Source: an optimization exercise on an open RTL-to-GDS flow (aim: small area). Production flows keep margins and buffers that such runs may drop. RTL that was checked went through simulation tests only; none was proved equivalent to the original. For run 1, only the layout was checked, not whether the RTL still works. Power is estimated from default activity; no workload was simulated.

==> flow/design.v, too long to show whole: its modules and the start of the top module <==
// module mac_arith: 1617 lines
// module fa_cell: 4 lines
// module ha_cell: 4 lines
// module bwd_arith: 1589 lines
// module top_level: 418 lines
// module rs_cell: 9 lines
module top_level (
    clk, rst, seed,
    action, state, next_state, step_o, phase, episode_o, q_cur, q_next
);
  // ...
==> flow/flow/run.sh <==
#!/bin/bash
set -euo pipefail
export BUFFER_PORTS_ARGS="-buffer_cell sky130_fd_sc_hd__buf_1"
export CTS_ARGS="-sink_clustering_enable -repair_clock_nets -dont_use_dummy_load -buf_list sky130_fd_sc_hd__clkbuf_8 -sink_clustering_size 15 -sink_clustering_max_diameter 80"
bash standard.sh > standard.log 2>&1
==> flow/standard.sh <==
#!/bin/bash
# synth_recipe.tcl (not shown) runs the flow's synth.tcl, then flattens the netlist and writes it again
# the make line also repeats each setting of config.mk as NAME=value (left out here)
make -C /OpenROAD-flow-scripts/flow DESIGN_CONFIG=/design/flow/config.mk WORK_HOME=/design/flow/orfs CLKGATE_MAP_FILE= SYNTH_SCRIPT=/design/flow/synth_recipe.tcl "${@:-finish}"
==> flow/config.mk <==
export PLATFORM = sky130hd
export DESIGN_NAME = top_level
export DESIGN_NICKNAME = top_level
export VERILOG_FILES = /design/flow/design.v
export SDC_FILE = /design/flow/constraint.sdc
export NUM_CORES = 8
export LEC_CHECK = 0
export CAP_MARGIN = 20
export CORE_MARGIN = 2
export CORE_UTILIZATION = 30
export CTS_BUF_LIST = sky130_fd_sc_hd__clkbuf_8
export CTS_CLUSTER_DIAMETER = 80
export CTS_CLUSTER_SIZE = 15
export PLACE_DENSITY = 0.45
export SLEW_MARGIN = 20
export SYNTH_HIERARCHICAL = 1
export SYNTH_MINIMUM_KEEP_SIZE = 0
==> flow/constraint.sdc <==
create_clock -name core_clock -period 20.0 [get_ports {clk}]
set_input_delay 4.0000 -clock core_clock [delete_from_list [all_inputs] [get_ports {clk}]]
set_output_delay 4.0000 -clock core_clock [all_outputs]
set_load 0.01 [all_outputs]
==> results.sh, run 1 <==
export IMPL_swShare_pct=47.27
export IMPL_multi_input_area_share_pct=63.00
export IMPL_clock_cell_area_share_pct=1.614
export IMPL_synth_edf_count=0
export IMPL_hold_path_class="reg -> reg"
export IMPL_die_area_um2=299400
export IMPL_finalNonFillerCells=13180
export IMPL_multi_input_area_um2=59620
export IMPL_hp_start="w3r[26]$_DFF_P_"
export IMPL_use_met2_pct=29.92
export IMPL_worst_path_max_delay_cell="xor2_1"
export IMPL_synth_compound_area_share_pct=7.692
export IMPL_synth_nets=11100
export IMPL_synthAdderAreaFrac_pct=36.27
export IMPL_synth_top_area_cell="fa_1"
export IMPL_seq_cells=1224
export IMPL_outcome="complete, no violations"
export IMPL_grt_pass1_wl_um=436400
export IMPL_rsz0062_at_grt="no"
export IMPL_hold_viol=0
export IMPL_setup_slack_ps=2962
export IMPL_muxShareOfSynthArea_pct=2.435
export IMPL_cts_root_buf="clkbuf_8"
export IMPL_finish_utilization_pct=32.21
export IMPL_maxSlewViolCount=0
export IMPL_stdcell_area_um2=94630
export IMPL_power_group_top="combinational cells"
export IMPL_antenna_cells=8
export IMPL_cts_buffer_depth=3
export IMPL_critPathArrivalTime_ps=17840
export IMPL_yosys_area_share_simple_pct=18.66
export IMPL_r2r_end="dl3[2]$_SDFFE_PP0P_"
export IMPL_core_um2=293800
export IMPL_path_delay_family="compound AO/OA/AOI/OAI gates"
export IMPL_routed_wirelength_um=285800
export IMPL_path_depth=64
==> module top_level, before the edit <==
module top_level (
    clk, rst, seed,
    action, state, next_state, step_o, phase, episode_o, q_cur, q_next
);
    input clk, rst;
    input [11:0] seed;
    output [1:0] action;
    output [3:0] state;
    output [3:0] next_state;
    output [3:0] step_o;
    output [3:0] phase;
    output [11:0] episode_o;
    output [63:0] q_cur;
    output [63:0] q_next;
    integer r, p, i;
    function [15:0] w2init;           
        input integer row, col;
        begin
            case (row)
            0: case (col)
                0: w2init = 16'b0000000110101011;
                1: w2init = 16'b0000001000100111;
                2: w2init = 16'b0000000010001111;
                3: w2init = 16'b0000000000101000;
                default: w2init = 16'b0000001010111111;
               endcase
            1: w2init = 16'b0000000101001101;
            2: w2init = 16'b0000000100101010;
            3: w2init = 16'b0000000110001001;
            4: w2init = 16'b0000000100000110;
            5: w2init = 16'b0000000100100100;
            6: w2init = 16'b0000000110000011;
            7: w2init = 16'b0000000110101000;
            default: w2init = 16'b0000000100010010;
            endcase
        end
    endfunction
    function [15:0] w3init;           
        input integer out, col;
        begin
            case (out*5+col)
            0:  w3init = 16'b0000000111001010;
            1:  w3init = 16'b0000001110100010;
            2:  w3init = 16'b0000000100101100;
            3:  w3init = 16'b0000000100100110;
            4:  w3init = 16'b0000000010000101;
            5:  w3init = 16'b0000000000010100;
            6:  w3init = 16'b0000001010110111;
            7:  w3init = 16'b0000000011011101;
            8:  w3init = 16'b0000000100100110;
            9:  w3init = 16'b0000000010110101;
            10: w3init = 16'b0000000000010110;
            11: w3init = 16'b0000001110000100;
            12: w3init = 16'b0000000101100100;
            13: w3init = 16'b0000000001011010;
            14: w3init = 16'b0000000100110110;
            15: w3init = 16'b0000000010100011;
            16: w3init = 16'b0000000001011001;
            17: w3init = 16'b0000000001010111;
            18: w3init = 16'b0000000101010101;
            default: w3init = 16'b0000000100101011;
            endcase
        end
    endfunction
    function [4:0] w3lo;
        input integer out;
        input [2:0] col;
        reg [15:0] t;
        begin
            t = w3init(out, col);
            w3lo = t[4:0];
        end
    endfunction
    function [4:0] w2lof;
        input [3:0] row;
        input [2:0] col;
        reg [15:0] t;
        begin
            t = w2init(row, col);
            w2lof = t[4:0];
        end
    endfunction
    function [11:0] actf;
        input [15:0] z;
        reg neg, satp, satn, segb, segc, lz, cin;
        reg [11:0] sh, k;
        begin
            neg = z[15];
            satp = ~neg & (z > 16'd5120);
            satn = neg & (z < 16'hEC00);                        
            segc = neg ? ((z > 16'hEC00) & (z < 16'hF680))      
                       : ((z > 16'd2432) & (z < 16'd5120));
            segb = neg ? ((z > 16'hF680) & (z < 16'hFC00))      
                       : ((z > 16'd1024) & (z < 16'd2432));
            sh = segc ? {{4{z[15]}}, z[12:5]} : (segb ? {{2{z[15]}}, z[12:3]} : z[13:2]);
            k = segc ? (neg ? 12'd160 : 12'd864) : (segb ? (neg ? 12'd384 : 12'd640) : 12'd512);
            lz = segc ? (z[4:0] == 5'd0) : (segb ? (z[2:0] == 3'd0) : (z[1:0] == 2'd0));
            cin = neg & ~lz;
            actf = satp ? 12'd1024 : (satn ? 12'd0 : k + sh + {11'd0, cin});
        end
    endfunction
    function [3:0] gmove;
        input [1:0] ci, cj, a;
        input [3:0] stp;
        reg [1:0] im, jm, in_, jn;
        begin
            im = (a == 2'd1) ? (ci - 2'd1) : ((a == 2'd3) ? (ci + 2'd1) : ci);
            jm = (a == 2'd2) ? (cj - 2'd1) : ((a == 2'd0) ? (cj + 2'd1) : cj);
            in_ = (im == 2'd0) ? ci : im;
            jn = (jm == 2'd0) ? cj : jm;
            gmove = (stp == 4'd15) ? 4'b0101 : {in_, jn};
        end
    endfunction
    function [3:0] ij2st;
        input [3:0] ij;
        begin
            ij2st = ((ij[3:2] - 4'd1) * 4'd3) + ij[1:0];
        end
    endfunction
    function [11:0] lfsr_sh;
        input [11:0] x;
        begin
            lfsr_sh = {x[10:0], x[10] ^ x[7]};
        end
    endfunction
    reg [3:0] ctrl, step;
    reg [11:0] ep;
    wire [3:0] st1;
    always @(posedge clk) begin
        if (rst) begin
            ctrl <= 4'd0;
            step <= 4'd0;
            ep <= 12'd0;
        end else begin
            ctrl <= ctrl + 4'd1;
            if (ctrl == 4'd9) begin
                ctrl <= 4'd1;
                step <= step + 4'd1;
                if ((step == 4'd15) || (st1 == 4'd9)) begin
                    step <= 4'd1;
                    ep <= ep + 12'd1;
                end
            end
        end
    end
    reg [11:0] lf;
    always @(posedge clk) begin
        if (rst) lf <= seed;
        else lf <= lfsr_sh(lf);
    end
    reg [11:0] qc0, qc1, qc2, qc3, qn0, qn1, qn2, qn3;
    wire signed [11:0] sc0 = qc0, sc1 = qc1, sc2 = qc2, sc3 = qc3;
    wire signed [11:0] cm1 = (sc0 > sc1) ? sc0 : sc1;
    wire signed [11:0] cm2 = (sc2 > sc3) ? sc2 : sc3;
    wire signed [11:0] qt = (cm1 > cm2) ? cm1 : cm2;
    wire [1:0] qact = (qt == sc0) ? 2'd0 : (qt == sc1) ? 2'd1 : (qt == sc2) ? 2'd2 : 2'd3;
    wire [1:0] act = (ep < lf) ? qact : lf[1:0];
    reg [1:0] gi, gj;
    wire [3:0] ijn = gmove(gi, gj, act, step);
    assign st1 = ij2st(ijn);
    wire [3:0] st = ij2st({gi, gj});
    always @(posedge clk) begin
        if (rst) begin
            gi <= 2'd1;
            gj <= 2'd1;
        end else if (ctrl == 4'd1) begin
            gi <= ijn[3:2];
            gj <= ijn[1:0];
        end
    end
    reg [11:0] pq0, pq1;
    wire [11:0] aA, aB;
    wire signed [11:0] sn0 = pq0, sn1 = pq1, sn2 = aA, sn3 = aB;
    wire signed [11:0] nm1 = (sn0 > sn1) ? sn0 : sn1;
    wire signed [11:0] nm2 = (sn2 > sn3) ? sn2 : sn3;
    wire signed [11:0] qmx = (nm1 > nm2) ? nm1 : nm2;
    reg signed [4:0] dl0, dl1, dl2, dl3;
    wire [11:0] lf7 = lfsr_sh(lfsr_sh(lf));
    wire [1:0] act7 = (ep < lf7) ? qact : lf7[1:0];
    wire [3:0] st1_7 = ij2st(gmove(gi, gj, act7, step));
    wire signed [15:0] rw_a = ((st1_7 == 4'd5) || (st1_7 == 4'd7) || (st1_7 == 4'd8)) ? -16'sd5120 :
                              ((st1_7 == 4'd9) ? 16'sd10240 : 16'sd0);
    wire signed [15:0] rw_b = ((st1_7 == st) || (step == 4'd15)) ? -16'sd5120 : 16'sd0;
    wire signed [15:0] rwd = rw_a + rw_b;
    wire signed [15:0] tdu = (qmx >>> 1) + (qmx >>> 2) + (qmx >>> 3) + rwd - qt;
    wire signed [4:0] tdd = tdu[14:10];
    always @(posedge clk) begin
        if (rst) begin
            dl0 <= 5'sd0; dl1 <= 5'sd0; dl2 <= 5'sd0; dl3 <= 5'sd0;
        end else if ((ctrl == 4'd5) && (step != 4'd0)) begin
            case (act7)
                2'd0: dl0 <= tdd;
                2'd1: dl1 <= tdd;
                2'd2: dl2 <= tdd;
                default: dl3 <= tdd;
            endcase
        end
    end
    wire [11:0] lf9 = lfsr_sh(lfsr_sh(lfsr_sh(lf)));
    wire [11:0] lf1 = lfsr_sh(lf9);
    wire [1:0] act9 = (ep < lf9) ? qact : lf9[1:0];
    wire wrap9 = (step == 4'd15) || (ij2st(gmove(gi, gj, act9, step)) == 4'd9);
    wire [11:0] ep1 = wrap9 ? ep + 12'd1 : ep;
    wire [3:0] step1 = wrap9 ? 4'd1 : step + 4'd1;
    wire [1:0] act1 = (ep1 < lf1) ? qact : lf1[1:0];
    wire [3:0] stnew = ij2st(gmove(gi, gj, act1, step1));
    reg [3:0] st_old, st_new;
    always @(posedge clk) begin
        if (rst) begin
            st_old <= 4'd1;
            st_new <= 4'd1;
        end else if (ctrl == 4'd6) begin
            st_old <= st;
            st_new <= stnew;
        end
    end
    reg run;
    always @(posedge clk) begin
        if (rst) run <= 1'b0;
        else if (ctrl == 4'd6) run <= 1'b1;
    end
    wire s1 = (ctrl == 4'd6) || (ctrl == 4'd7) || (ctrl == 4'd8) || (ctrl == 4'd9) || (ctrl == 4'd1);
    wire s2 = run && ((ctrl == 4'd7) || (ctrl == 4'd8) || (ctrl == 4'd9) || (ctrl == 4'd1) || (ctrl == 4'd2));
    wire s3 = run && ((ctrl == 4'd8) || (ctrl == 4'd9) || (ctrl == 4'd1) || (ctrl == 4'd2) || (ctrl == 4'd3));
    reg [2:0] ph;
    always @(posedge clk) begin
        if (rst) ph <= 3'd0;
        else ph <= (ph == 3'd4) ? 3'd0 : ph + 3'd1;
    end
    function [2:0] colat;
        input [2:0] phase_, pos;
        reg [3:0] s;
        begin
            s = phase_ + pos;
            colat = (s >= 4'd5) ? s - 4'd5 : s;
        end
    endfunction
    wire [2:0] col0 = colat(ph, 3'd0);    
    wire [2:0] col4 = colat(ph, 3'd4);    
    wire [2:0] col3 = colat(ph, 3'd3);    
    reg [9*55-1:0] w2r;         
    reg [54:0] b2r;             
    reg [4*55-1:0] w3r;         
    reg [54:0] apr;             
    reg [54:0] acr;             
    localparam [4:0] POL_A = 5'b00101;    
    localparam [4:0] POL_B = 5'b01010;    
    wire [10:0] acr0 = ~acr[10:0];        
    reg [10:0] b3h0, b3h1, b3h2, b3h3;
    wire signed [15:0] w3s0 = {w3r[0*55 +: 11], w3lo(0, col0)};
    wire signed [15:0] w3s1 = {w3r[1*55 +: 11], w3lo(1, col0)};
    wire signed [15:0] w3s2 = {w3r[2*55 +: 11], w3lo(2, col0)};
    wire signed [15:0] w3s3 = {w3r[3*55 +: 11], w3lo(3, col0)};
    wire [10:0] aprev = apr[10:0];
    wire [7:0] delta2;
    wire [10:0] w3n0, w3n1, w3n2, w3n3;
    bwd_arith u_bwd (
        .w3s0(w3s0), .w3s1(w3s1), .w3s2(w3s2), .w3s3(w3s3),
        .dl0(dl0), .dl1(dl1), .dl2(dl2), .dl3(dl3),
        .aprev(aprev), .delta2(delta2),
        .w3h0(w3r[0*55 +: 11]), .w3h1(w3r[1*55 +: 11]), .w3h2(w3r[2*55 +: 11]), .w3h3(w3r[3*55 +: 11]),
        .w3n0(w3n0), .w3n1(w3n1), .w3n2(w3n2), .w3n3(w3n3)
    );
    reg [7:0] d2r;              
    always @(posedge clk) d2r <= delta2;
    wire [3:0] orow = st_old - 4'd1;
    wire [3:0] nrow = st_new - 4'd1;
    reg [10:0] w2o, w2nr;
    always @* begin
        w2o = 11'd0;
        w2nr = 11'd0;
        for (r = 0; r < 9; r = r + 1) begin
            w2o = w2o | ({11{orow == r}} & w2r[r*55+44 +: 11]);
            w2nr = w2nr | ({11{nrow == r}} & w2r[r*55+44 +: 11]);
        end
    end
    wire [10:0] w2u = w2o + {{3{d2r[7]}}, d2r};
    wire [10:0] w2n = (st_new == st_old) ? w2u : w2nr;
    wire [10:0] b2n = b2r[54:44] - {10'd0, d2r[7]};
    wire [4:0] w2lo = w2lof(nrow, col4);
    wire [15:0] z2 = {w2n, w2lo} + {b2n, 5'b11111};
    wire [10:0] anext = aA[10:0];
    wire signed [15:0] w3t0 = {~w3r[0*55+33 +: 11], w3lo(0, col3)};    
    wire signed [15:0] w3t1 = {~w3r[1*55+33 +: 11], w3lo(1, col3)};
    wire signed [15:0] w3t2 = {~w3r[2*55+33 +: 11], w3lo(2, col3)};
    wire signed [15:0] w3t3 = {~w3r[3*55+33 +: 11], w3lo(3, col3)};
    reg [25:0] acc0, acc1, acc2, acc3;
    wire clr = (ctrl == 4'd8);
    wire [25:0] macc0, macc1, macc2, macc3;
    mac_arith u_mac (
        .acc0(acc0), .acc1(acc1), .acc2(acc2), .acc3(acc3), .clr(clr),
        .b3h0(b3h0), .b3h1(b3h1), .b3h2(b3h2), .b3h3(b3h3),
        .w3t0(w3t0), .w3t1(w3t1), .w3t2(w3t2), .w3t3(w3t3), .acur3(acr[43:33] & {11{s3}}),
        .macc0(macc0), .macc1(macc1), .macc2(macc2), .macc3(macc3)
    );
    always @(posedge clk) begin
        if (rst) begin
            acc0 <= 26'd0; acc1 <= 26'd0; acc2 <= 26'd0; acc3 <= 26'd0;
        end else begin              
            acc0 <= macc0;
            acc1 <= macc1;
            acc2 <= macc2;
            acc3 <= macc3;
        end
    end
    wire rstn = ~rst;
    wire [10:0] w3n [0:3];
    assign w3n[0] = w3n0;
    assign w3n[1] = w3n1;
    assign w3n[2] = w3n2;
    assign w3n[3] = w3n3;
    wire [9*55-1:0] w2d;
    wire [54:0] b2d, apd, acd;
    wire [4*55-1:0] w3d;
    genvar gr, gp, gb;
    generate
        for (gr = 0; gr < 9; gr = gr + 1) begin : g_w2
            for (gp = 0; gp < 5; gp = gp + 1) begin : g_p
                if (gp == 3) begin : g_wr
                    localparam [10:0] C = w2init(gr, gp) >> 5;
                    assign w2d[gr*55+33 +: 11] = (rst || (s2 && (orow == gr))) ? (rst ? C : w2u) : w2r[gr*55+44 +: 11];
                end else begin : g_sh
                    localparam [10:0] C = (w2init(gr, gp) >> 5) ^ {11{POL_A[gp]}};
                    for (gb = 0; gb < 11; gb = gb + 1) begin : g_b
                        rs_cell #(.V(C[gb])) u (.q(w2r[gr*55+((gp+1)%5)*11+gb]), .rst(rst), .rstn(rstn), .d(w2d[gr*55+gp*11+gb]));
                    end
                end
            end
        end
        for (gp = 0; gp < 5; gp = gp + 1) begin : g_b2
            if (gp == 3) begin : g_wr
                assign b2d[33 +: 11] = (rst || s2) ? (rst ? 11'h7FF : b2n) : b2r[44 +: 11];
            end else begin : g_sh
                for (gb = 0; gb < 11; gb = gb + 1) begin : g_b
                    rs_cell #(.V(~POL_A[gp])) u (.q(b2r[((gp+1)%5)*11+gb]), .rst(rst), .rstn(rstn), .d(b2d[gp*11+gb]));
                end
            end
        end
        for (gr = 0; gr < 4; gr = gr + 1) begin : g_w3
            for (gp = 0; gp < 5; gp = gp + 1) begin : g_p
                if (gp == 4) begin : g_wr
                    localparam [10:0] C = w3init(gr, gp) >> 5;
                    assign w3d[gr*55+44 +: 11] = (rst || s1) ? (rst ? C : w3n[gr]) : w3r[gr*55 +: 11];
                end else begin : g_sh
                    localparam [10:0] C = (w3init(gr, gp) >> 5) ^ {11{POL_B[gp]}};
                    for (gb = 0; gb < 11; gb = gb + 1) begin : g_b
                        rs_cell #(.V(C[gb])) u (.q(w3r[gr*55+(gp+1)*11+gb]), .rst(rst), .rstn(rstn), .d(w3d[gr*55+gp*11+gb]));
                    end
                end
            end
        end
        for (gp = 0; gp < 5; gp = gp + 1) begin : g_ap
            if (gp == 4) begin : g_wr
                assign apd[44 +: 11] = (rst || s1) ? (rst ? 11'd0 : acr0) : apr[0 +: 11];
            end else begin : g_sh
                for (gb = 0; gb < 11; gb = gb + 1) begin : g_b
                    rs_cell #(.V(POL_B[gp])) u (.q(apr[(gp+1)*11+gb]), .rst(rst), .rstn(rstn), .d(apd[gp*11+gb]));
                end
            end
        end
        for (gp = 0; gp < 5; gp = gp + 1) begin : g_ac
            if (gp == 3) begin : g_wr
                assign acd[33 +: 11] = (rst || s2) ? (rst ? 11'd512 : anext) : acr[44 +: 11];
            end else begin : g_sh
                localparam [10:0] C = 11'd512 ^ {11{POL_A[gp]}};
                for (gb = 0; gb < 11; gb = gb + 1) begin : g_b
                    rs_cell #(.V(C[gb])) u (.q(acr[((gp+1)%5)*11+gb]), .rst(rst), .rstn(rstn), .d(acd[gp*11+gb]));
                end
            end
        end
    endgenerate
    always @(posedge clk) begin
        w2r <= w2d;
        b2r <= b2d;
        w3r <= w3d;
        apr <= apd;
        acr <= acd;
    end
    wire qsel = (ctrl == 4'd5);
    wire [15:0] zA = qsel ? acc2[25:10] : acc0[25:10];
    wire [15:0] zB = qsel ? acc3[25:10] : acc1[25:10];
    assign aA = actf(s2 ? z2 : zA);
    assign aB = actf(zB);
    wire b3upd = (ctrl == 4'd6);
    always @(posedge clk) begin     
        pq0 <= aA;
        pq1 <= aB;
    end
    always @(posedge clk) begin
        if (rst) begin
            b3h0 <= 11'h7FF; b3h1 <= 11'h7FF; b3h2 <= 11'h7FF; b3h3 <= 11'h7FF;
            qn0 <= 12'd0; qn1 <= 12'd0; qn2 <= 12'd0; qn3 <= 12'd0;
            qc0 <= 12'd0; qc1 <= 12'd0; qc2 <= 12'd0; qc3 <= 12'd0;
        end else begin
            b3h0 <= b3h0 - {10'd0, dl0[4] & b3upd};
            b3h1 <= b3h1 - {10'd0, dl1[4] & b3upd};
            b3h2 <= b3h2 - {10'd0, dl2[4] & b3upd};
            b3h3 <= b3h3 - {10'd0, dl3[4] & b3upd};
            if (ctrl == 4'd5) begin
                qn0 <= pq0;
                qn1 <= pq1;
                qn2 <= aA;
                qn3 <= aB;
            end
            if ((ctrl == 4'd1) && (step != 4'd0)) begin
                qc0 <= qn0; qc1 <= qn1; qc2 <= qn2; qc3 <= qn3;
            end
        end
    end
    assign action = act;
    assign state = st;
    assign next_state = st1;
    assign step_o = step;
    assign phase = ctrl;
    assign episode_o = ep;
    assign q_cur = {{4{qc3[11]}}, qc3, {4{qc2[11]}}, qc2, {4{qc1[11]}}, qc1, {4{qc0[11]}}, qc0};
    assign q_next = {{4{qn3[11]}}, qn3, {4{qn2[11]}}, qn2, {4{qn1[11]}}, qn1, {4{qn0[11]}}, qn0};
endmodule
==> run 2: changes to the inputs <==
--- a/flow/design.v
+++ b/flow/design.v
@@ -3363,11 +3363,8 @@
         else lf <= lfsr_sh(lf);
     end
     reg [11:0] qc0, qc1, qc2, qc3, qn0, qn1, qn2, qn3;
-    wire signed [11:0] sc0 = qc0, sc1 = qc1, sc2 = qc2, sc3 = qc3;
-    wire signed [11:0] cm1 = (sc0 > sc1) ? sc0 : sc1;
-    wire signed [11:0] cm2 = (sc2 > sc3) ? sc2 : sc3;
-    wire signed [11:0] qt = (cm1 > cm2) ? cm1 : cm2;
-    wire [1:0] qact = (qt == sc0) ? 2'd0 : (qt == sc1) ? 2'd1 : (qt == sc2) ? 2'd2 : 2'd3;
+    reg signed [11:0] mxr, qt;
+    reg [1:0] ixr, qact;
     wire [1:0] act = (ep < lf) ? qact : lf[1:0];
     reg [1:0] gi, gj;
     wire [3:0] ijn = gmove(gi, gj, act, step);
@@ -3385,19 +3382,22 @@
     reg [11:0] pq0, pq1;
     wire [11:0] aA, aB;
     wire signed [11:0] sn0 = pq0, sn1 = pq1, sn2 = aA, sn3 = aB;
-    wire signed [11:0] nm1 = (sn0 > sn1) ? sn0 : sn1;
-    wire signed [11:0] nm2 = (sn2 > sn3) ? sn2 : sn3;
-    wire signed [11:0] qmx = (nm1 > nm2) ? nm1 : nm2;
+    wire nge01 = (sn0 >= sn1), nge23 = (sn2 >= sn3);
+    wire signed [11:0] nm1 = nge01 ? sn0 : sn1;
+    wire signed [11:0] nm2 = nge23 ? sn2 : sn3;
+    wire ngew = (nm1 >= nm2);
+    wire signed [11:0] qmx = ngew ? nm1 : nm2;
+    wire [1:0] qmi = ngew ? {1'b0, ~nge01} : {1'b1, ~nge23};
     reg signed [4:0] dl0, dl1, dl2, dl3;
     wire [11:0] lf7 = lfsr_sh(lfsr_sh(lf));
     wire [1:0] act7 = (ep < lf7) ? qact : lf7[1:0];
     wire [3:0] st1_7 = ij2st(gmove(gi, gj, act7, step));
-    wire signed [15:0] rw_a = ((st1_7 == 4'd5) || (st1_7 == 4'd7) || (st1_7 == 4'd8)) ? -16'sd5120 :
-                              ((st1_7 == 4'd9) ? 16'sd10240 : 16'sd0);
-    wire signed [15:0] rw_b = ((st1_7 == st) || (step == 4'd15)) ? -16'sd5120 : 16'sd0;
-    wire signed [15:0] rwd = rw_a + rw_b;
-    wire signed [15:0] tdu = (qmx >>> 1) + (qmx >>> 2) + (qmx >>> 3) + rwd - qt;
-    wire signed [4:0] tdd = tdu[14:10];
+    wire rneg = (st1_7 == 4'd5) || (st1_7 == 4'd7) || (st1_7 == 4'd8);
+    wire rpos = (st1_7 == 4'd9);
+    wire pen = (st1_7 == st) || (step == 4'd15);
+    wire signed [4:0] r5 = rpos ? (pen ? 5'sd5 : 5'sd10) : ((rneg ^ pen) ? -5'sd5 : ((rneg & pen) ? -5'sd10 : 5'sd0));
+    wire signed [12:0] tdx = (qmx >>> 1) + (qmx >>> 2) + (qmx >>> 3) - qt;
+    wire signed [4:0] tdd = {{2{tdx[12]}}, tdx[12:10]} + r5;
     always @(posedge clk) begin
         if (rst) begin
             dl0 <= 5'sd0; dl1 <= 5'sd0; dl2 <= 5'sd0; dl3 <= 5'sd0;
@@ -3418,12 +3418,9 @@
     wire [3:0] step1 = wrap9 ? 4'd1 : step + 4'd1;
     wire [1:0] act1 = (ep1 < lf1) ? qact : lf1[1:0];
     wire [3:0] stnew = ij2st(gmove(gi, gj, act1, step1));
-    reg [3:0] st_old, st_new;
+    reg [3:0] st_old, st_new;       
     always @(posedge clk) begin
-        if (rst) begin
-            st_old <= 4'd1;
-            st_new <= 4'd1;
-        end else if (ctrl == 4'd6) begin
+        if (ctrl == 4'd6) begin
             st_old <= st;
             st_new <= stnew;
         end
@@ -3457,22 +3454,25 @@
     reg [4*55-1:0] w3r;         
     reg [54:0] apr;             
     reg [54:0] acr;             
-    localparam [4:0] POL_A = 5'b00101;    
-    localparam [4:0] POL_B = 5'b01010;    
-    wire [10:0] acr0 = ~acr[10:0];        
+    wire rload = (step == 4'd0) && (ctrl <= 4'd4);
+    wire [10:0] acr0 = acr[10:0];         
     reg [10:0] b3h0, b3h1, b3h2, b3h3;
-    wire signed [15:0] w3s0 = {w3r[0*55 +: 11], w3lo(0, col0)};
-    wire signed [15:0] w3s1 = {w3r[1*55 +: 11], w3lo(1, col0)};
-    wire signed [15:0] w3s2 = {w3r[2*55 +: 11], w3lo(2, col0)};
-    wire signed [15:0] w3s3 = {w3r[3*55 +: 11], w3lo(3, col0)};
+    wire [10:0] w3h0 = w3r[0*55 +: 11];
+    wire [10:0] w3h1 = w3r[1*55 +: 11];
+    wire [10:0] w3h2 = w3r[2*55 +: 11];
+    wire [10:0] w3h3 = w3r[3*55 +: 11];
+    wire signed [15:0] w3s0 = {w3h0, w3lo(0, col0)};
+    wire signed [15:0] w3s1 = {w3h1, w3lo(1, col0)};
+    wire signed [15:0] w3s2 = {w3h2, w3lo(2, col0)};
+    wire signed [15:0] w3s3 = {w3h3, w3lo(3, col0)};
     wire [10:0] aprev = apr[10:0];
     wire [7:0] delta2;
-    wire [10:0] w3n0, w3n1, w3n2, w3n3;
+    wire [10:0] w3n0, w3n1, w3n2, w3n3;    
     bwd_arith u_bwd (
         .w3s0(w3s0), .w3s1(w3s1), .w3s2(w3s2), .w3s3(w3s3),
         .dl0(dl0), .dl1(dl1), .dl2(dl2), .dl3(dl3),
         .aprev(aprev), .delta2(delta2),
-        .w3h0(w3r[0*55 +: 11]), .w3h1(w3r[1*55 +: 11]), .w3h2(w3r[2*55 +: 11]), .w3h3(w3r[3*55 +: 11]),
+        .w3h0(w3h0), .w3h1(w3h1), .w3h2(w3h2), .w3h3(w3h3),
         .w3n0(w3n0), .w3n1(w3n1), .w3n2(w3n2), .w3n3(w3n3)
     );
     reg [7:0] d2r;              
@@ -3494,10 +3494,10 @@
     wire [4:0] w2lo = w2lof(nrow, col4);
     wire [15:0] z2 = {w2n, w2lo} + {b2n, 5'b11111};
     wire [10:0] anext = aA[10:0];
-    wire signed [15:0] w3t0 = {~w3r[0*55+33 +: 11], w3lo(0, col3)};    
-    wire signed [15:0] w3t1 = {~w3r[1*55+33 +: 11], w3lo(1, col3)};
-    wire signed [15:0] w3t2 = {~w3r[2*55+33 +: 11], w3lo(2, col3)};
-    wire signed [15:0] w3t3 = {~w3r[3*55+33 +: 11], w3lo(3, col3)};
+    wire signed [15:0] w3t0 = {w3r[0*55+33 +: 11], w3lo(0, col3)};
+    wire signed [15:0] w3t1 = {w3r[1*55+33 +: 11], w3lo(1, col3)};
+    wire signed [15:0] w3t2 = {w3r[2*55+33 +: 11], w3lo(2, col3)};
+    wire signed [15:0] w3t3 = {w3r[3*55+33 +: 11], w3lo(3, col3)};
     reg [25:0] acc0, acc1, acc2, acc3;
     wire clr = (ctrl == 4'd8);
     wire [25:0] macc0, macc1, macc2, macc3;
@@ -3508,16 +3508,11 @@
         .macc0(macc0), .macc1(macc1), .macc2(macc2), .macc3(macc3)
     );
     always @(posedge clk) begin
-        if (rst) begin
-            acc0 <= 26'd0; acc1 <= 26'd0; acc2 <= 26'd0; acc3 <= 26'd0;
-        end else begin              
-            acc0 <= macc0;
-            acc1 <= macc1;
-            acc2 <= macc2;
-            acc3 <= macc3;
-        end
+        acc0 <= macc0;
+        acc1 <= macc1;
+        acc2 <= macc2;
+        acc3 <= macc3;
     end
-    wire rstn = ~rst;
     wire [10:0] w3n [0:3];
     assign w3n[0] = w3n0;
     assign w3n[1] = w3n1;
@@ -3526,60 +3521,43 @@
     wire [9*55-1:0] w2d;
     wire [54:0] b2d, apd, acd;
     wire [4*55-1:0] w3d;
-    genvar gr, gp, gb;
+    genvar gr, gp;
     generate
         for (gr = 0; gr < 9; gr = gr + 1) begin : g_w2
+            wire [15:0] c16 = w2init(gr, col4);
+            assign w2d[gr*55+33 +: 11] = (rload || (s2 && (orow == gr))) ? (rload ? c16[15:5] : w2u) : w2r[gr*55+44 +: 11];
             for (gp = 0; gp < 5; gp = gp + 1) begin : g_p
-                if (gp == 3) begin : g_wr
-                    localparam [10:0] C = w2init(gr, gp) >> 5;
-                    assign w2d[gr*55+33 +: 11] = (rst || (s2 && (orow == gr))) ? (rst ? C : w2u) : w2r[gr*55+44 +: 11];
-                end else begin : g_sh
-                    localparam [10:0] C = (w2init(gr, gp) >> 5) ^ {11{POL_A[gp]}};
-                    for (gb = 0; gb < 11; gb = gb + 1) begin : g_b
-                        rs_cell #(.V(C[gb])) u (.q(w2r[gr*55+((gp+1)%5)*11+gb]), .rst(rst), .rstn(rstn), .d(w2d[gr*55+gp*11+gb]));
-                    end
+                if (gp != 3) begin : g_sh
+                    assign w2d[gr*55+gp*11 +: 11] = w2r[gr*55+((gp+1)%5)*11 +: 11];
                 end
             end
         end
         for (gp = 0; gp < 5; gp = gp + 1) begin : g_b2
             if (gp == 3) begin : g_wr
-                assign b2d[33 +: 11] = (rst || s2) ? (rst ? 11'h7FF : b2n) : b2r[44 +: 11];
+                assign b2d[33 +: 11] = (rload || s2) ? (rload ? 11'h7FF : b2n) : b2r[44 +: 11];
             end else begin : g_sh
-                for (gb = 0; gb < 11; gb = gb + 1) begin : g_b
-                    rs_cell #(.V(~POL_A[gp])) u (.q(b2r[((gp+1)%5)*11+gb]), .rst(rst), .rstn(rstn), .d(b2d[gp*11+gb]));
-                end
+                assign b2d[gp*11 +: 11] = b2r[((gp+1)%5)*11 +: 11];
             end
         end
         for (gr = 0; gr < 4; gr = gr + 1) begin : g_w3
-            for (gp = 0; gp < 5; gp = gp + 1) begin : g_p
-                if (gp == 4) begin : g_wr
-                    localparam [10:0] C = w3init(gr, gp) >> 5;
-                    assign w3d[gr*55+44 +: 11] = (rst || s1) ? (rst ? C : w3n[gr]) : w3r[gr*55 +: 11];
-                end else begin : g_sh
-                    localparam [10:0] C = (w3init(gr, gp) >> 5) ^ {11{POL_B[gp]}};
-                    for (gb = 0; gb < 11; gb = gb + 1) begin : g_b
-                        rs_cell #(.V(C[gb])) u (.q(w3r[gr*55+(gp+1)*11+gb]), .rst(rst), .rstn(rstn), .d(w3d[gr*55+gp*11+gb]));
-                    end
-                end
+            wire [15:0] c16 = w3init(gr, col0);
+            assign w3d[gr*55+44 +: 11] = (rload || s1) ? (rload ? c16[15:5] : w3n[gr]) : w3r[gr*55 +: 11];
+            for (gp = 0; gp < 4; gp = gp + 1) begin : g_p
+                assign w3d[gr*55+gp*11 +: 11] = w3r[gr*55+(gp+1)*11 +: 11];
             end
         end
         for (gp = 0; gp < 5; gp = gp + 1) begin : g_ap
             if (gp == 4) begin : g_wr
-                assign apd[44 +: 11] = (rst || s1) ? (rst ? 11'd0 : acr0) : apr[0 +: 11];
+                assign apd[44 +: 11] = (rload || s1) ? (rload ? 11'd0 : acr0) : apr[0 +: 11];
             end else begin : g_sh
-                for (gb = 0; gb < 11; gb = gb + 1) begin : g_b
-                    rs_cell #(.V(POL_B[gp])) u (.q(apr[(gp+1)*11+gb]), .rst(rst), .rstn(rstn), .d(apd[gp*11+gb]));
-                end
+                assign apd[gp*11 +: 11] = apr[(gp+1)*11 +: 11];
             end
         end
         for (gp = 0; gp < 5; gp = gp + 1) begin : g_ac
             if (gp == 3) begin : g_wr
-                assign acd[33 +: 11] = (rst || s2) ? (rst ? 11'd512 : anext) : acr[44 +: 11];
+                assign acd[33 +: 11] = (rload || s2) ? (rload ? 11'd512 : anext) : acr[44 +: 11];
             end else begin : g_sh
-                localparam [10:0] C = 11'd512 ^ {11{POL_A[gp]}};
-                for (gb = 0; gb < 11; gb = gb + 1) begin : g_b
-                    rs_cell #(.V(C[gb])) u (.q(acr[((gp+1)%5)*11+gb]), .rst(rst), .rstn(rstn), .d(acd[gp*11+gb]));
-                end
+                assign acd[gp*11 +: 11] = acr[((gp+1)%5)*11 +: 11];
             end
         end
     endgenerate
@@ -3596,6 +3574,7 @@
     assign aA = actf(s2 ? z2 : zA);
     assign aB = actf(zB);
     wire b3upd = (ctrl == 4'd6);
+    wire q0 = (step == 4'd0);
     always @(posedge clk) begin     
         pq0 <= aA;
         pq1 <= aB;
@@ -3605,19 +3584,24 @@
             b3h0 <= 11'h7FF; b3h1 <= 11'h7FF; b3h2 <= 11'h7FF; b3h3 <= 11'h7FF;
             qn0 <= 12'd0; qn1 <= 12'd0; qn2 <= 12'd0; qn3 <= 12'd0;
             qc0 <= 12'd0; qc1 <= 12'd0; qc2 <= 12'd0; qc3 <= 12'd0;
+            qact <= 2'd0;
         end else begin
             b3h0 <= b3h0 - {10'd0, dl0[4] & b3upd};
             b3h1 <= b3h1 - {10'd0, dl1[4] & b3upd};
             b3h2 <= b3h2 - {10'd0, dl2[4] & b3upd};
             b3h3 <= b3h3 - {10'd0, dl3[4] & b3upd};
-            if (ctrl == 4'd5) begin
-                qn0 <= pq0;
-                qn1 <= pq1;
-                qn2 <= aA;
-                qn3 <= aB;
+            if (ctrl == 4'd5) begin    
+                qn0 <= q0 ? 12'd512 : pq0;
+                qn1 <= q0 ? 12'd512 : pq1;
+                qn2 <= q0 ? 12'd512 : aA;
+                qn3 <= q0 ? 12'd512 : aB;
+                mxr <= q0 ? 12'sd512 : qmx;
+                ixr <= q0 ? 2'd0 : qmi;
             end
             if ((ctrl == 4'd1) && (step != 4'd0)) begin
                 qc0 <= qn0; qc1 <= qn1; qc2 <= qn2; qc3 <= qn3;
+                qt <= mxr;
+                qact <= ixr;
             end
         end
     end
@@ -3630,12 +3614,3 @@
     assign q_cur = {{4{qc3[11]}}, qc3, {4{qc2[11]}}, qc2, {4{qc1[11]}}, qc1, {4{qc0[11]}}, qc0};
     assign q_next = {{4{qn3[11]}}, qn3, {4{qn2[11]}}, qn2, {4{qn1[11]}}, qn1, {4{qn0[11]}}, qn0};
 endmodule
-module rs_cell #(parameter V = 1'b0) (input q, input rst, input rstn, output d);
-    generate
-        if (V) begin : g_one
-            assign d = ~(q & rstn);
-        end else begin : g_zero
-            assign d = ~(q | rst);
-        end
-    endgenerate
-endmodule
==> flow/config.mk (replaced) <==
export PLATFORM = sky130hd
export DESIGN_NAME = top_level
export DESIGN_NICKNAME = top_level
export VERILOG_FILES = /design/flow/design.v
export SDC_FILE = /design/flow/constraint.sdc
export NUM_CORES = 8
export LEC_CHECK = 0
export CAP_MARGIN = 5
export CORE_MARGIN = 2
export CORE_UTILIZATION = 50
export CTS_BUF_LIST = sky130_fd_sc_hd__clkbuf_8
export CTS_CLUSTER_DIAMETER = 80
export CTS_CLUSTER_SIZE = 15
export PLACE_DENSITY = 0.6
export SLEW_MARGIN = 5
export SYNTH_HIERARCHICAL = 1
export SYNTH_MINIMUM_KEEP_SIZE = 0
==> results.sh, run 2 <==
export IMPL_cts_tree="done"
export IMPL_top_register="w2r"
export IMPL_wl_per_cell_um=22.92
export IMPL_finish_utilization_pct=52.99
export IMPL_routed_wirelength_um=238100
export IMPL_r2r_end="dl1[4]$_SDFFE_PP0P_"
export IMPL_dp_slack_ps=807.6
export IMPL_rsz0062_at_grt="no"
export IMPL_crit_buf_inv=8
export IMPL_worst_r2r_setup_slack_ps=1470
export IMPL_cp_startpoint="st_old[3]$_DFFE_PP_"
export IMPL_reg2reg_from="st_old[3]$_DFFE_PP_"
export IMPL_path_delay_family="compound AO/OA/AOI/OAI gates"
export IMPL_worstSetupPathType="reg -> reg"
export IMPL_critPathMaxStageDelay_ps=590
export IMPL_maxSlewViolCount=0
export IMPL_grt_usage_pct=28.00
export IMPL_final_cell_mix="1662 x nand2_1, 1349 x fa_1, 1217 x dfxtp_1, 557 x inv_1, 373 x ha_1"
export IMPL_rows=150
export IMPL_cts_buffer_depth=3
export IMPL_avgSynthCellArea_um2=10.28
export IMPL_hold_path_class="reg -> reg"
export IMPL_drc=0
export IMPL_grt_overflow=0
export IMPL_cap_violations=0
export IMPL_synth_cells=8177
export IMPL_start_util_pct=50.34
export IMPL_grt_pass1_vias=62090
export IMPL_yosysMostFrequentCell="nand2_1"
export IMPL_dp_cells=10270
export IMPL_finalNonFillerCells=10390
export IMPL_synthTopCellsByArea="fa_1 32%, dfxtp_1 29%, nand2_1 7.4%"
export IMPL_place_area_um2=86920
export IMPL_whs_ps=265.0
export IMPL_maxSlewHeadroom_pct=14.47
export IMPL_power_density_nw_per_um2=107.6
export IMPL_outcome="complete, no violations"
export IMPL_ff_latch_area_um2=25410
export IMPL_async_flop_share_pct=0
export IMPL_htreeDepth=3
export IMPL_clk_latency_ps=890
export IMPL_yosysTopAreaCellShare_pct=32.12
export IMPL_synth_cell_types=119
export IMPL_ant_nets=0
export IMPL_crit_required_ps=20790
export IMPL_port_buffers=171
export IMPL_grt_pass1_wl_um=371500
export IMPL_critPathArrivalTime_ps=19320
export IMPL_power_mw=9.527
export IMPL_synthToLayoutAreaGrowth_pct=5.275
export IMPL_synthTopCellsByCount="1663 x nand2_1, 1349 x fa_1, 1218 x dfxtp_1"
export IMPL_cts_root_buf="clkbuf_8"
export IMPL_min_period_ps=18530
export IMPL_antenna_found_initial=8
export IMPL_routabilityCongestion=0.9168
export IMPL_ys_seq_area_share_pct=30.21
export IMPL_hold_viol=0
export IMPL_hold_buffers=0
export IMPL_fillCellCount=15110
export IMPL_cts_buffers=107
export IMPL_core_um2=167000
export IMPL_drive_above_1_share_pct=5.562
export IMPL_period_share_pct=92.65
export IMPL_crit_fanout=21
export IMPL_hp_start="w2r[261]$_DFF_P_"
export IMPL_dpl_hpwl_um=176800
export IMPL_final_common_cell="nand2_1"
export IMPL_fin_tns_setup_ps=0
export IMPL_synth_top_area_cell="fa_1"
export IMPL_top_regs="w2r: 495 flops, w3r: 220 flops"
export IMPL_fmax_mhz=53.97
export IMPL_worstMarginPinSlew_ps=1272
export IMPL_worst_path_max_delay_cell="edfxtp_1"
export IMPL_die_w_um=414.1
export IMPL_die_area_um2=171500
export IMPL_detail_route_iter0_violations=4673
export IMPL_synth_area_um2=84080
export IMPL_ys_seq_elements=1252
export IMPL_worst_clock_skew_ps=125.3
export IMPL_largest_reg_flops=495
export IMPL_synth_nets=9913
export IMPL_cts_reportedPaths_clkPinSlew_ps=110
export IMPL_setup_slack_ps=1470
export IMPL_endpoint_kind="flop"
export IMPL_die_h_um=414.1
export IMPL_whs_path_depth=0
export IMPL_ys_flop_type="dfxtp_1"
export IMPL_yosys_warnings=7
export IMPL_grt_max_degree=77
export IMPL_p_leak_nw=30.00
export IMPL_vias=58510
export IMPL_cp_start_kind="flop"
export IMPL_synth_edf_count=34
export IMPL_cts_sinks=1252
export IMPL_peakVddDrop_mv=0.3667
export IMPL_multi_input_area_um2=54680
export IMPL_nets=9919
export IMPL_drtPass1Iterations=6
export IMPL_ff2ff_path_depth=80
export IMPL_stdcell_area_um2=88520
export IMPL_routed_via_density=5.633
export IMPL_setup_viol=0
export IMPL_hold_end="w2r[250]$_DFF_P_"
export IMPL_ios=172
==> run 2: cell types whose count changed after synthesis, sizes merged, moves of 25 or more <==
cell,delta
mux2i,-25
nand2b,+46
xnor2,-37
nor2b,-106
a21oi,-40
inv,-61
ha,-34
nor2,-331
nand3,-32
nand2,-492
o31ai,-28
a22oi,+66
edfxtp,+34
o21a,-48
==> run 2: modules after synthesis (local to each module, per instance) <==
module     copies in the design  area (um2)
mac_arith                     1        5727
ha_cell                      17       12.51
bwd_arith                     1        7436
fa_cell                    1326       20.02
top_level                     1       44160
==> run 2: what timing repair did <==
| item | in CTS | in global routing |
|---|---|---|
| buffers inserted | 0 | 12 |
| setup endpoints to repair | 0 | 12 |
| gates resized for setup | 0 | 7 |
==> run 2: how the worst max path moves through the flow <==
stage,slack (ps),cells after the start,to
after CTS,730,79,dl1[4]$_SDFFE_PP0P_
after detailed placement,810,79,dl1[4]$_SDFFE_PP0P_
after floorplan,3650,80,dl1[4]$_SDFFE_PP0P_
final,1470,80,dl1[4]$_SDFFE_PP0P_
after global routing,40,81,dl1[4]$_SDFFE_PP0P_
after global placement,1090,78,dl1[4]$_SDFFE_PP0P_
==> run 2: logic make-up (layout without fill, tap and decap cells) <==
group,after synthesis,in the layout,synth area share [%]
compound gates,1016,1016,8.034
xor+xnor,181,181,1.903
other cells,0,2,0
simple gates,2799,2799,15.01
buf+inv,1029,1033,4.949
fa+ha+maj,1723,1723,37.68
flops,1252,1252,30.21
mux,177,177,2.211
==> run 2: metal layers <==
layer | global-route usage, % | wire [um] | up-vias
li1 | - | - | 26080
met1 | 39.14 | 104800 | 29950
met2 | 44.80 | 110200 | 2078
met3 | 4.217 | 14990 | 403
met4 | 9.282 | 8073 | 0
met5 | 0 | 0 | -
==> run 2: cell type report <==
| cell class | instances | area share [%] |
|---|---|---|
| Tap cell | 2204 | 3.115 |
| Clock buffer | 107 | 1.664 |
| Inverter | 563 | 2.387 |
| Multi-Input combinational cell | 5896 | 61.77 |
| Antenna cell | 2 | 0.005654 |
| Sequential cell | 1252 | 28.70 |
| Timing Repair Buffer | 363 | 2.358 |
==> run 2: where the power goes <==
group,switching (mW),internal (mW),leakage (nW)
sequential,0.162,2.68,10.2
clock,0.806,0.474,0.769
combinational,3.25,2.16,19.0
total,4.21,5.31,30.0
==> run 2: worst reg2reg max path, delay by kind of cell, from the launching register on <==
family	cells	cell delay, ps
AO/OA/AOI/OAI	44	8860
XOR/XNOR	4	810
adder cells (fa/ha/maj)	11	3610
buffers and inverters	8	1220
flip-flops	1	590
multiplexers	2	900
AND/OR/NAND/NOR	11	2460

[port drivers added, routing unchanged]
No port has a modelled driver above. Below, the same layouts with a new extraction and two added sets of constraints.
Step 1 (the two cells are an assumption about what drives the block):
set clk [get_ports {clk}]
set_driving_cell -lib_cell sky130_fd_sc_hd__clkbuf_16 $clk
set_driving_cell -lib_cell sky130_fd_sc_hd__buf_2 [delete_from_list [all_inputs] $clk]
Step 2 moves the port delays by t, midway between the first and last clock arrival at a register: inputs arrive t later, outputs are due t later. That takes back most of the time a late clock gives input paths.
a / b / c = ideal / step 1 / step 2; a / b = the first two.
run	t (ns)	setup slack, ns	hold WS [ns]	worst register clock-pin slew, ns	worst data-port slew with drivers (ns)
run 1	0.963	2.962 / 2.962 / 2.962	0.262 / 0.262 / 0.262	0.11 / 0.11	0.07
run 2	0.915	1.470 / 1.470 / 1.470	0.265 / 0.265 / 0.265	0.11 / 0.11	0.04
After both steps every run listed still meets setup and hold.
